Context: an optimization exercise on an open-source flow, tuned for small area and a short achievable clock period. The choices shown serve that exercise and are no tape-out recipe. The RTL was checked by simulation tests, not by an equivalence proof against the original design. Power is estimated from default activity; no workload was simulated.

`flow/design.v`:
```
module SingleCycle_MIPS( 
    clk,
    rst_n,
    IR_addr,
    IR,
    RF_writedata,
    ReadDataMem,
    CEN,
    WEN,
    A,
    ReadData2,
    OEN
);
    input         clk, rst_n;
    input  [31:0] IR;
    output [31:0] IR_addr, RF_writedata;
    input  [31:0] ReadDataMem;   
    output        CEN;   
    output        WEN;   
    output  [6:0] A;   
    output [31:0] ReadData2;   
    output        OEN;   
	wire [5:0] Opcode;
	assign Opcode = IR[31:26];
	wire [4:0]rs;
	assign rs = IR[25:21];
	wire [4:0]rt;
	assign rt = IR[20:16];
	wire [4:0]rd;
	assign rd = IR[15:11];
	wire [4:0]shamt;
	assign shamt = IR[10:6];
	wire [5:0]funct;
	assign funct = IR[5:0];
	wire [15:0]offset;
	assign offset = IR[15:0];
	wire [25:0]address;
	assign address = IR[25:0];
	wire [31:0] PC_nxt;
	wire [31:0] ReadData1;
	wire RegDst, Branch, Jump, Jal, Jr, MemRead, MemtoReg,  MemWrite, ALUSrc, RegWrite;
	assign Jr = (Opcode==6'b000000&funct==6'b001000)? 1:0;
	wire [1:0] ALUOp;
	wire [31:0] ALUSrc2;
	wire [31:0] ALUResult;
	assign A = ALUResult[8:2];
	wire [3:0] ALUCtrl;
	wire [4:0] W_R1;
	wire [4:0] W_R2;
	wire [31:0] W_D;
	wire [31:0] PCadd4;
	wire [31:0] S_EX1;
	wire [31:0] S_EX2;
	wire [27:0] addr_shf;
	wire [31:0] PCresult;
	wire PCSrc;
	wire [31:0]PC1;
	wire [31:0]PC2;
	wire [31:0]PC3;
	wire [31:0]JumpAddr;
	wire zero;
	reg [31:0] PC_in;
	assign IR_addr =  PC_in;
	assign JumpAddr = {PCadd4[31:28],addr_shf[27:0]};
	assign PCSrc = Branch & zero;
	Control control(Opcode, RegDst, Branch, Jump, Jal, MemRead, MemtoReg, ALUOp, MemWrite, ALUSrc, RegWrite);
	MUX_2to1_5bit mux1(rt, rd, RegDst, W_R1);
	MUX_2to1_5bit jalmux1(W_R1, 5'b11111, Jal, W_R2);
	MUX_2to1 jalmux2(RF_writedata, PCadd4, Jal, W_D);
	MUX_2to1 jalmux3(PC2, JumpAddr, Jal, PC3);
	MUX_2to1 jrmux(PC3, ReadData1, Jr, PC_nxt);
	SignExtender_16to32 signextend (offset, S_EX1);
	LeftShifter_2bit leftshifter1(S_EX1, S_EX2);
	Adder32Bit PCadder(PC_in, 4, PCadd4);
	LeftShifter_26to28 leftshifter2(address,addr_shf);
	Adder32Bit adder(PCadd4, S_EX2, PCresult);
	MUX_2to1 mux2(ReadData2, S_EX1, ALUSrc, ALUSrc2);
	MUX_2to1 mux3(ALUResult, ReadDataMem, MemtoReg, RF_writedata);
	MUX_2to1 mux4(PCadd4, PCresult, PCSrc, PC1);
	MUX_2to1 mux5(PC1, JumpAddr, Jump, PC2); 
	ALU_Control alu_ctrl(funct, ALUOp, ALUCtrl);
	ALU_Core alucore(ReadData1 , ALUSrc2 , ALUCtrl , ALUResult , zero);
	assign CEN = 0;
	assign OEN = 0;
	assign WEN = (MemWrite==1)? 0 : 1;
	always @(posedge clk or negedge rst_n )begin
	if (rst_n==1'b0)begin
	 PC_in <= 0;
	end
	else
	begin
	 PC_in <= PC_nxt;
	end
end	
	Register register1(clk, rst_n, RegWrite, rs, rt, W_R2, W_D, ReadData1, ReadData2);
endmodule
module Adder32Bit(input1, input2, out);
  input [31:0] input1, input2;
  output [31:0] out;
  reg [31:0]out;
      always@(input1 or input2)
        begin
          out  = input1 + input2;
        end
endmodule
module ALU_Control(FunctField, ALUOp, ALUCtrl);
input [5:0]FunctField;
input [1:0]ALUOp;
output [3:0]ALUCtrl;
reg [3:0]ALUCtrl;
always@(FunctField or ALUOp)
begin
    if(ALUOp == 2'b10)       
    begin
      case(FunctField)        
        6'b100000: ALUCtrl = 4'b0010;     
        6'b100010: ALUCtrl = 4'b0110;     
        6'b100100: ALUCtrl = 4'b0000;     
        6'b100101: ALUCtrl = 4'b0001;     
        6'b101010: ALUCtrl = 4'b0111;     
		6'b100111: ALUCtrl = 4'b1100;	  
		default ALUCtrl = 4'b0010;
    endcase
    end
    else if(ALUOp == 2'b00)      
    begin
        ALUCtrl = 4'b0010;                
    end
    else  
    begin
        ALUCtrl = 4'b0110;                
    end        
end    
endmodule  
module ALU_Core(ALUSrc1 , ALUSrc2 , ALUCtrl , ALUResult , Zero);
  input[31:0] ALUSrc1;
  input[31:0] ALUSrc2;
  input[3:0] ALUCtrl;
  output Zero;
  reg Zero;
  output [31:0]ALUResult;
  reg [31:0]ALUResult;
  always @(ALUSrc1 or ALUSrc2 or ALUCtrl)
    begin
          if(ALUCtrl == 4'b0010)  
          begin
               ALUResult = ALUSrc1 + ALUSrc2; 
               if(ALUResult == 32'h0000)
               begin
                      Zero = 1'b1;
               end 
               else
                 begin
                      Zero = 1'b0;
                 end
          end
          else if(ALUCtrl == 4'b0110)  
          begin
               ALUResult = ALUSrc1 - ALUSrc2; 
               if(ALUResult == 32'h0000)
               begin
                      Zero = 1'b1;
               end 
               else
                 begin
                      Zero = 1'b0;
                 end
          end
          else if(ALUCtrl == 4'b0000)  
          begin
               ALUResult = ALUSrc1 & ALUSrc2; 
               if(ALUResult == 32'h0000)
               begin
                      Zero = 1'b1;
               end 
               else
                 begin
                      Zero = 1'b0;
                 end
          end
          else if(ALUCtrl == 4'b0001)  
          begin
               ALUResult = ALUSrc1 | ALUSrc2; 
               if(ALUResult == 32'h0000)
               begin
                      Zero = 1'b1;
               end 
               else
                 begin
                      Zero = 1'b0;
                 end
          end     
          else  
          begin
               ALUResult = (ALUSrc1 < ALUSrc2)? 1:0; 
               if(ALUResult == 1)
               begin
                      Zero = 1'b1;
               end 
               else
                 begin
                      Zero = 1'b0;
                 end
          end
    end
endmodule
module Control(OpCode, RegDst, Branch, Jump, Jal, MemRead, MemtoReg, ALUOp, MemWrite, ALUSrc, RegWrite);
input [5:0] OpCode;
output reg RegDst, Branch, Jump, Jal,  MemRead, MemtoReg, MemWrite, ALUSrc, RegWrite;
output reg [1:0]  ALUOp;
always @(*)
begin 
case(OpCode)
	6'b000000:  
		begin
			  ALUOp = 2'b10;   
              RegDst = 1;
              Branch = 0;
              MemRead = 0;
              MemWrite = 0;
              ALUSrc = 0;
              MemtoReg = 0;
              RegWrite = 1;
			  Jump = 0;
			  Jal = 0;
		end
	6'b100011:  
		begin
			  ALUOp = 2'b00;   
              RegDst = 0;
              Branch = 0;
              MemRead = 1;
              MemWrite = 0;
              ALUSrc = 1;
              MemtoReg = 1;
			  RegWrite = 1;
			  Jump = 0;
			  Jal = 0;
		end
	6'b101011:  
		begin
			  ALUOp = 2'b00;   
              RegDst = 0;   
              Branch = 0;
              MemRead = 0;
              MemWrite = 1;
              ALUSrc = 1;
              MemtoReg = 1;  
              RegWrite = 0;
			  Jump = 0;
			  Jal = 0;
		end
	6'b000100:  
		begin
			  ALUOp = 2'b01;   
              RegDst = 0;   
              Branch = 1;
              MemRead = 0;
              MemWrite = 0;
              ALUSrc = 0; 
              MemtoReg = 0;  
              RegWrite = 0;  
			  Jump = 0;
			  Jal = 0;
		end
	6'b000010: 
		begin
			  ALUOp = 2'b10;   
              RegDst = 0;
              Branch = 0;
              MemRead = 0;
              MemWrite = 0;
              ALUSrc = 0;
              MemtoReg = 0;
              RegWrite = 0;
			  Jump = 1;
			  Jal = 0;
		end
	6'b000011:  
		begin
			ALUOp = 2'b10;   
            RegDst = 0;
            Branch = 0;
            MemRead = 0;
            MemWrite = 0;
            ALUSrc = 0;
            MemtoReg = 0;
            RegWrite = 1;
			Jump = 0;
			Jal = 1;
		end
	default:
		begin
		ALUOp = 2'b10;   
        RegDst = 0;
        Branch = 0;
              MemRead = 0;
              MemWrite = 0;
              ALUSrc = 0;
              MemtoReg = 0;
              RegWrite = 0;
			  Jump = 0;
			  Jal = 0;
		end
endcase
end
endmodule
module LeftShifter_26to28(inData,outData);
  input [25:0]inData;
  output [27:0]outData;
  reg [27:0]outData;
  always@(inData)
    begin
      outData={2'b00,inData}<<2;
    end
endmodule    
module LeftShifter_2bit(inData,outData);
  input [31:0]inData;
  output [31:0]outData;
  reg [31:0]outData;
  always@(inData)
    begin
      outData=inData<<2;
    end
endmodule    
module MUX_2to1( input1 , input2, select, out );
  input [31:0] input1, input2;
  input select;
  output [31:0]out;
  reg [31:0]out;
  always @(input1 or input2 or select )
    begin 
      case(select)
          1'b0:  out=input1;
          1'b1:  out=input2;
      endcase
    end
 endmodule   
 module MUX_2to1_5bit( input1 , input2, select, out );
  input [4:0] input1, input2;
  input select;
  output [4:0]out;
  reg [4:0]out;
  always @(input1 or input2 or select )
    begin 
      case(select)
          1'b0:  out=input1;
          1'b1:  out=input2;
      endcase
    end
 endmodule   
 module SignExtender_16to32(inputData, outputData);
  input[15:0] inputData;
  output[31:0] outputData;
  reg [31:0] outputData;
  always@(inputData)
    begin
      outputData[15:0]  = inputData[15:0];
      outputData[31:16] = {16{inputData[15]}};
    end
endmodule
module Register(clk, rst_n, RegWrite, ReadReg1, ReadReg2, WriteReg, WriteData, ReadData1, ReadData2);
	input clk;
	input rst_n;
	input RegWrite;
	input [4:0] ReadReg1;
	input [4:0] ReadReg2;
	input [4:0] WriteReg;
	input [31:0] WriteData;
	output [31:0] ReadData1;
	output [31:0] ReadData2;
	integer i;
	reg [31:0] RegMemory[0:31];
assign ReadData1 = RegMemory[ReadReg1];
assign ReadData2 = RegMemory[ReadReg2];
always @(posedge clk or negedge rst_n)
	if (rst_n==1'b0)begin
		for(i=0;i<32;i=i+1)
			RegMemory[i] <= 0;
	end
	else
	begin
		if (RegWrite)begin
		RegMemory[WriteReg] <= WriteData;
		end
	end	
endmodule
```
`flow/run.sh`:
```
#!/bin/bash
# synth_recipe.tcl (not shown) runs the flow's synth.tcl, then flattens the netlist and writes it again
# the make line also repeats each setting of config.mk as NAME=value (left out here)
make -C /OpenROAD-flow-scripts/flow DESIGN_CONFIG=/design/flow/config.mk WORK_HOME=/design/flow/orfs CLKGATE_MAP_FILE= SYNTH_SCRIPT=/design/flow/synth_recipe.tcl finish
```
`flow/config.mk`:
```
export PLATFORM = sky130hd
export DESIGN_NAME = SingleCycle_MIPS
export DESIGN_NICKNAME = SingleCycle_MIPS
export VERILOG_FILES = /design/flow/design.v
export SDC_FILE = /design/flow/constraint.sdc
export NUM_CORES = 4
export LEC_CHECK = 0
export CAP_MARGIN = 20
export CORE_MARGIN = 2
export CORE_UTILIZATION = 40
export SLEW_MARGIN = 20
```
`flow/constraint.sdc`:
```
create_clock -name core_clock -period 13.0 [get_ports {clk}]
set_input_delay 2.6000 -clock core_clock [delete_from_list [all_inputs] [get_ports {clk}]]
set_output_delay 2.6000 -clock core_clock [all_outputs]
set_load 0.01 [all_outputs]
```
==> results by group <==
Synth
  – Synth Area in Simple Gates: 12.8%
  – Dominant cells by area after synthesis: dfrtp_1, o21ai_0, nand2_1
  – Main combinational cell family by area after synthesis: compound AO/OA/AOI/OAI gates
  – Average cell area after synthesis: 9.02 um2
  – Leading area contributor after synthesis: dfrtp_1
  – Compound-gate portion of the synthesized area: 29.5%
  – Yosys warns: 12
  – Synth Area in XOR/XNOR: 1.20%
  – Adder-cell share of the synthesized area: 2.83%
  – Mux cell area share after synthesis: 3.25%
  – Register area share after synthesis: 45.8%
  – Top-area cell type share of the netlist area: 45.8%
  – Async SR Flop Fraction: 100%
  – Most used flip-flop cell after synthesis: dfrtp_1
  – Distinct cells, synth: 88
  – Mapped Area: 57700 um2
  – Mapped Cells: 6402
  – #FFs+latches synth: 1056
  – Number of flops mapped to enable cells by yosys: 0

Min path
  – HP Class: register to register
  – Hold path depth: 2

Critical path
  – Worst-path cell chain: clkdlybuf4s50_1 > nand2b_1 > nor2_4 > buf_4 > buf_4 > a221oi_1 > nand4_1 > o32a_1 > a21oi_1 > ha_1 > clkinv_1 > a21oi_1 > o31ai_1 > o21ai_0 > o211ai_1 > o41ai_1 > o31ai_1 > xnor2_1 > nor2_1 > o32ai_4 > inv_1 > clkdlybuf4s50_1
  – Reg2reg path depth: 19
  – Slowest CP cell: nor2_4
  – Crit path DAT: 10.35 ns
  – Crit path required time: 10.40 ns
  – CP Capture Type: output pin
  – Crit Path Max Fanout: 16
  – CP startpoint kind: input pin
  – Levels on crit path: 22
  – Crit path kind: input pin to output pin
  – Top cell family by delay on the critical path: compound AO/OA/AOI/OAI gates
  – Delay of the slowest cell on the worst path: 1.15 ns
  – Buf/Inv on CP: 6

CTS
  – Hold Buf Count CTS: 0
  – H-tree depth: 3
  – Clock latency on the worst-skew pair: 0.79 ns
  – Clk slew on worst S/H paths: 0.06 ns
  – CTS tree: yes
  – Number of buffers created by CTS: 113
  – Setup Fix Bufs, Post-CTS: 0
  – CTS max path bufs: 3
  – Root Buffer: clkbuf_16
  – TritonCTS Sinks: 1056
  – Post-CTS sizing: 0

Global route
  – Gr ovfl total: 0
  – Vias in the first global route: 57000
  – Initial antenna violation count: 33
  – First-pass GRT wire length: 470000 um
  – Largest net degree at the start of global routing: 168
  – GRT Resource Usage Total: 45.7%

Timing
  – Relative slew margins: 15.0%
  – Crit share post-route: 99.6%
  – Sum of negative setup slack: 0 ns
  – Unrepaired setup endpoints after global routing: false
  – Setup violations, final: 0
  – Worst-margin pin slew: 1.28 ns
  – Period minus WS final: 12.95 ns
  – Peak Freq: 77.2 MHz
  – Hold Fails Final Rpt: 0
  – Count of final max-slew check failures: 0
  – Clock skew: 0.0432 ns

Detailed routing
  – 1st-iter DRT viols: 12000
  – Vias: 61500
  – Routed wire length: 344000 um
  – DR pass1 iterations: 10
  – Post-route DRC: 0
  – Vias per std cell: 7.24
  – ANT nets after route: 0
  – Routed WL per cell: 40.5 um

Finish
  – Commonest non-fill, non-tap cell in the layout: dfrtp_1
  – Fill count: 13700
  – Final std cells w/o fill: 8493
  – Final nets: 6666
  – Most frequent cells in the layout: dfrtp_1, nand2_1, o21ai_0
  – Synthesis-to-layout area growth: 17.0%
  – Fraction of layout cells with a size suffix above 1: 12.4%

Place
  – GPL Wtd Cong: 1.02
  – Placed cell count: 8257
  – PortBufs: 169
  – HPWL after DPL: 222000 um

Power
  – Leakage: 28.9 nW
  – Worst vdd ir: 0.109 mV
  – PnR Total Power: 8.23 mW
  – Pwr Density: 122 nW/um2

Floorplan
  – Rows: 139
  – DIE AREA: 147000 um2
  – Core box area: 143000 um2
  – Die height: 384 um
  – Io pins: 172
  – Initial Utilization: 40.2%
  – Die X: 384 um

Outcome
  – Status: finished clean

Job
  – # Max-Cap Violations: 0
registers in the layout, indices dropped and copies added (netlist names):
name and cells:
register1.RegMemory 1024, PC_in 32
power by group:
part           internal [mW]  leakage (nW)  switching, mW
Combinational          0.453          12.4          0.895
Clock                   1.91          1.84           1.48
Sequential              3.37          14.7          0.124
Total                   5.73          28.9           2.50
final cells by class:
class | instances | area (um2) | share of cell area [%]
clock buffer | 163 | 3290 | 4.87
antenna | 31 | 77.6 | 0.115
timing repair buffer | 527 | 4870 | 7.21
sequential | 1056 | 26400 | 39.1
multi-input combinational | 4646 | 29600 | 43.8
inverter | 127 | 477 | 0.706
tap | 1903 | 2380 | 3.52
clock inverter | 40 | 480 | 0.711
per-stage QoR:
stage               instance area (um2)  setup slack [ns]  hold WS [ns]  utilization (%)
finish                            67600            0.0488         0.513             47.1
global placement                  63700             0.489         0.487             44.4
detailed placement                63700             0.510         0.494             44.4
CTS                               67400             0.468         0.509             47.0
global route                      67500            0.0864         0.528             47.0
floorplan                         57700              2.45         0.470                -
kinds of logic (layout without fill, tap and decap cells):
group           count (synthesis)  after routing
compound gates               2544           2544
xor+xnor                       79             79
fa+ha+maj                     129            129
buf+inv                       701            857
flops                        1056           1056
mux                           174            174
other cells                     1             33
simple gates                 1718           1718
cell usage after synthesis, types with 28 or more instances:
library cell and n:
a22oi_1 326, xnor2_1 62, nand3_1 97, nand4_1 144, o32a_1 63, ha_1 126, a31oi_1 28, clkbuf_1 512
mux2_2 107, nand2_1 1042, nor2_1 265, inv_1 125, o22ai_1 43, dfrtp_1 1056, nor3_1 44, a21oi_1 251
mux2i_1 67, o21ai_0 992, a221oi_1 337, a22o_1 318, buf_1 43
worst reg2reg max path, stage by stage, from the launching register on:
cell	delay [ns]
dfrtp_1	0.50
nand2_1	0.11
o22ai_1	0.10
a222oi_1	0.91
nand3_1	0.15
o32a_1	0.59
ha_1	0.47
o21ai_1	0.15
o21ai_0	0.29
o2111ai_1	0.38
a211oi_1	0.63
o21ai_1	0.16
nor2b_1	0.17
buf_4	0.13
xnor2_1	0.13
or4_1	0.47
nor4b_4	0.29
buf_4	0.56
mux2i_1	0.41
a21oi_1	0.10
worst paths after layout:
path | startpoint | slack [ns] | end
hold reg to reg | register1.RegMemory[26][31] | 0.51 | register1.RegMemory[26][31]
setup / recovery | IR[19] | 0.05 | RF_writedata[30]
hold / removal | register1.RegMemory[26][31] | 0.51 | register1.RegMemory[26][31]
max in group asynchronous | rst_n | 8.30 | register1.RegMemory[18][0]
min in group asynchronous | rst_n | 1.81 | register1.RegMemory[19][27]
setup reg to reg | register1.RegMemory[30][4] | 6.16 | PC_in[5]
layer usage:
metal	GRT usage [%]	part of all wire [%]	vias up
li1	-	-	24000
met1	57.0	36	30000
met2	63.0	40	5680
met3	21.6	16	1757
met4	28.5	7.9	38
met5	1.69	0.14	-

## afterwards: timing with drivers on the ports
In the flow no input, the clock included, has a driving cell. The finished layout below was timed again as built, in two steps.
Step 1, drivers: a clkbuf_16 drives clk and a buf_2 each remaining input, both assumed.
Step 2, shift: input delay + t, output delay - t, t = (earliest + latest rising clock arrival at the registers) / 2. This alone moves slack from input paths to output paths.
Slacks: ideal ports / drivers / drivers and shift; pairs: ideal ports / drivers.
t, ns: 0.847
setup slack, ns: 0.049 / 0.023 / 0.023
worst hold slack (ns): 0.513 / 0.513 / 0.513
worst data-port slew with drivers (ns): 0.22
After both steps setup and hold are still met in this run. The setup slack of this run moves by -0.026 ns with the drivers and by -0.026 ns with both steps.
